Context: an optimization exercise on an open-source flow, tuned for small area and a short achievable clock period. The choices shown serve that exercise and are no tape-out recipe.
The RTL was checked by simulation tests, not by an equivalence proof against the original design.

`flow/run.sh`:
```
#!/bin/bash
# synth_recipe.tcl (not shown) runs the flow's synth.tcl, then flattens the netlist and writes it again
# the make line also repeats each setting of config.mk as NAME=value (left out here)
make -C /OpenROAD-flow-scripts/flow DESIGN_CONFIG=/design/flow/config.mk WORK_HOME=/design/flow/orfs CLKGATE_MAP_FILE= SYNTH_SCRIPT=/design/flow/synth_recipe.tcl finish
```
`flow/config.mk`:
```
export PLATFORM = sky130hd
export DESIGN_NAME = HarmonicMean
export DESIGN_NICKNAME = HarmonicMean
export VERILOG_FILES = /design/flow/design.v
export SDC_FILE = /design/flow/constraint.sdc
export NUM_CORES = 4
export LEC_CHECK = 0
export CAP_MARGIN = 20
export CORE_MARGIN = 2
export CORE_UTILIZATION = 40
export SLEW_MARGIN = 20
```
`flow/constraint.sdc`:
```
create_clock -name core_clock -period 56.0 [get_ports {clk}]
set_input_delay 11.2000 -clock core_clock [delete_from_list [all_inputs] [get_ports {clk}]]
set_output_delay 11.2000 -clock core_clock [all_outputs]
set_load 0.01 [all_outputs]
```
`flow/design.v`:
```
module HarmonicMean (
    input wire clk,
    input wire reset,
    input wire [15:0] data1,
    input wire [15:0] data2,
    input wire [15:0] data3,
    input wire [15:0] data4,
    input wire data_valid1,
    input wire data_valid2,
    input wire data_valid3,
    input wire data_valid4,
    output reg [15:0] harmonic_mean,
    output reg data_ready
);
wire [15:0] hm_num = data1 * data2 * data3 * data4;
wire [15:0] hm_den = data1 + data2 + data3 + data4;
always @(posedge clk or posedge reset) begin
    if (reset) begin
        harmonic_mean <= 0;
        data_ready <= 0;
    end else if (data_valid1 && data_valid2 && data_valid3 && data_valid4) begin
        harmonic_mean <= (hm_den == 16'd0) ? 16'hFFFF : hm_num / hm_den;
        data_ready <= 1;
    end else begin
        data_ready <= 0;
    end
end
endmodule
```
==> run notes <==
[cell usage after synthesis (all sizes together), types with 15 or more instances]
cell type	number
a211oi	15
a21o	28
a21oi	102
a31oi	17
and2	224
and3	17
clkbuf	68
dfrtp	17
fa	270
ha	307
inv	397
mux2	30
nand2	246
nand2b	24
nand3	31
nor2	167
nor2b	15
nor3	74
o21a	67
o21ai	86
or3	15
xnor2	130
xor2	32
[worst max-delay path, delay by kind of cell]
| kind | cells | cell delay [ps] |
|---|---|---|
| AOI/OAI and AO/OA | 101 | 18250 |
| xor gates and xnor gates | 9 | 1540 |
| adders and majority gates | 36 | 14050 |
| buffers and inverters | 18 | 2220 |
| muxes | 5 | 1350 |
| and+or+nand+nor | 41 | 5530 |
[registers in the layout (all words and copies together) (netlist names)]
register,count
data_ready,1
harmonic_mean,16
[worst paths after layout]
path | startpoint | to | slack, ps | depth (start not counted)
hold reg to reg | harmonic_mean[8] | harmonic_mean[8] | 510 | 1
setup reg to reg | harmonic_mean[5] | harmonic_mean[5] | 55200 | 2
setup / recovery | data1[9] | harmonic_mean[0] | 1930 | 210
hold / removal | harmonic_mean[8] | harmonic_mean[8] | 510 | 1
min in group asynchronous | reset | harmonic_mean[13] | 11360 | 2
max in group asynchronous | reset | harmonic_mean[0] | 44190 | 2
[cell type report]
class / count / area (sq um) / share of cell area [%]
tap: 680 / 851 / 3.47
clock buffer: 4 / 78.8 / 0.321
inverter: 397 / 1490 / 6.08
timing repair buffer: 285 / 2460 / 10.0
multi-input combinational: 2080 / 19200 / 78.4
sequential: 17 / 425 / 1.73
antenna: 2 / 5.00 / 0.0204
[cells by family (layout without fill, tap and decap cells)]
logic type	after synthesis	in the layout
buffers and inverters	469	686
other	0	2
adder cells (fa/ha/maj)	577	577
AO/OA/AOI/OAI	435	436
XOR/XNOR	167	167
AND/OR/NAND/NOR	857	857
flip-flops	17	17
multiplexers	43	43
[timing repair]
action,in CTS,in global routing
hold buffers,0,0
endpoints found under the setup margin,1,2
buffers inserted,1,66
gates resized for setup,15,178
pin swaps,1,125
cloned,0,1
[per-stage QoR]
stage | util (%) | area, sq um | setup TNS, ps | setup slack (ps) | hold slack [ps]
finish | 47.9 | 24500 | 0 | 1930 | 512
global route | 47.9 | 24500 | -428 | -428 | 540
CTS | 45.5 | 23300 | 0 | 80.8 | 516
detailed placement | 45.2 | 23100 | -1110 | -1110 | 503
global placement | 45.2 | 23100 | 0 | 107 | 493
floorplan | - | 20700 | 0 | 43.5 | 549
[metal layers]
| metal | vias to the layer above | track usage [%] |
|---|---|---|
| met5 | - | 0 |
| met4 | 0 | 6.45 |
| met3 | 120 | 2.77 |
| met2 | 664 | 41.2 |
| met1 | 9216 | 30.9 |
| li1 | 8896 | - |
==> run notes <==
Floorplan:
- The total die area is 0.0535 sq mm.
- The top-level port count is 87.
- The horizontal die dimension is 231 microns.
- The starting utilization of the core area is 40.4%.
- The site row count is 83.
- After floorplanning, the core was sized to cover 0.0512 sq mm.
- The die height is 231 microns.

Setup path:
- The worst setup path is launched from an input pin.
- By startpoint and endpoint, the worst setup path is classified as in -> reg.
- The master of the slowest instance on the critical path is fa_1.
- The most used cell along the critical path is o21a_1.
- In this design, the stage delay of the slowest critical-path cell is 560 ps.
- The data arrival time of the critical path is 54170 ps.
- STA puts the critical path data required time at 56110 ps.
- The top fanout value on the critical path is 7.
- STA classifies the critical path endpoint as a register.

Yosys:
- In this run, synthesis inferred 0 flip-flops with an integrated enable.
- The dominant combinational cell family by area after synthesis is adder cells.
- The portion of the post-synthesis area used by sequential elements is 2.06%.
- The mux share of post-synthesis cell area is 2.26%.
- Counting flops and latches in the post-synthesis netlist gives 17.
- The share of Yosys cell area claimed by the top area cell type is 26.1%.
- Dividing the synthesized area by the synthesized cell count gives 8.06 sq um.
- Synthesis instantiated 88 different standard cells from the library.
- The fraction of the mapped netlist area in simple logic gates is 20.7%.
- Of the total synthesized cell area, the portion taken by full adders, half adders and majority gates is 44.7%.
- The xor and xnor fraction of the mapped netlist area is 7.44%.
- The largest total area in the synthesized netlist belongs to fa_1.
- The predominant post-synthesis flop cell is dfrtp_1.
- The number of warnings reported in the yosys synthesis log is 1.
- The number of instances in the synthesized netlist is 2565.
- The number of nets in the synthesized netlist is 3212.
- The share of synthesized flip-flops with an asynchronous set or reset is 100%.
- By area the synthesized netlist is led by fa_1 26%, ha_1 19%, inv_1 7.2%.
- The fraction of the mapped netlist area in compound gates is 14.2%.
- The combined area of all synthesized cells is 0.0207 sq mm.

Worst hold path:
- The worst hold path class is reg -> reg.

GRT:
- The first-pass GRT wire length is 101000 microns.
- Global routing used 23.7% of the available tracks.
- The number of global-route vias before repair is 19400.
- Global routing finished with a remaining overflow of 0.
- The largest net degree at the start of global routing is 33.
- The initial antenna violation count was 0.

STA:
- The fmax is 18.5 MHz.
- The total of endpoints with negative setup slack in the final report is 0.
- The headroom to the max-slew limit is 42.4%.
- The final-report max-slew violation count is 0.
- The hold violation total from the final report is 0.
- The post-layout minimum cycle time is 54070 ps.
- The share of the cycle needed by the critical path after routing is 96.6%.
- At the pin with the least slew margin, the transition time is 858 ps.
- The worst clock skew on the final layout is 0 ps.

CTS:
- The CTS tree is yes.
- CTS built an H-tree with a depth of 1.
- The cell chosen for the clock root is clkbuf_16.
- The clock passes through at most 2 buffers.
- The clock latency reported for the late side of the worst-skew pair is 250 ps.
- Counting every sink on the clock net gives 17.
- The clock slew seen by the registers of the worst setup and hold paths is 50 ps.
- The number of clock buffers inserted by TritonCTS is 3.

Route:
- The met2 layer wire length in the routed design is 30800 microns.
- In this run the top signal layer used is met4.
- The number of design rule violations left after detail routing is 0.
- The number of detailed-route iterations in the first pass is 5.
- The wire length on met3 is 3900 microns.
- The count of nets left with antenna violations once routing finished came out at 0.
- Using the TritonRoute via totals, the vias-per-cell ratio works out to 5.45.
- The total wire length after detailed routing is 64400 microns.
- Dividing the detail-routed wire length by the instance count gives 18.6 microns.
- The via count of the routed design is 18900.
- The routed metal-1 wirelength is 27900 microns.
- The number of DRC violations after detailed-routing iteration 0 is 1242.

Run:
- The count of max-cap constraint violations is 0.

Run status:
- The flow ran to the end and the layout has no timing, DRC or antenna violations.

Place:
- Port buffering added 86 buffers.
- The congestion estimate from routability-driven global placement came to 0.979.
- The cell count after placement is 3391.
- After legalization and detailed placement, the total HPWL measured 52000 microns.

Final layout:
- The library cell used most frequently in the layout, excluding fill and tap cells, is inv_1.
- Compared with the post-synthesis result, the final layout area differs by 18.5%.
- The number of cells in the finished layout apart from fillers is 3465.
- The net count of the finished layout is 3431.
- The layout has 5016 filler cells.
- In the layout the commonest cells are 397 x inv_1, 290 x ha_1, 268 x fa_1.
- Of the cells placed in the final design, the portion with a size suffix greater than 1 is 13.9%.

==> re-timing with driven ports <==
No port has a modelled driver above. Below, the same layout with a new extraction and two added sets of constraints.
Step 1, drivers: a clkbuf_16 drives clk and a buf_2 each remaining input, both assumed.
Step 2 moves the port delays by t, midway between the first and last clock arrival at a register: inputs arrive t later, outputs are due t later. That takes back most of the time a late clock gives input paths.
Slacks: ideal / step 1 / step 2; pairs: ideal / step 1.
t, ns: 0.283
setup WS [ns]: 1.931 / 1.939 / 1.656
worst slew at a driven data input, ns: 0.04
cell pins on the clock port's net: 1
After both steps setup and hold are still met in this run. For this run, drivers alone change the setup slack by +0.008 ns; drivers and shift together by -0.275 ns.
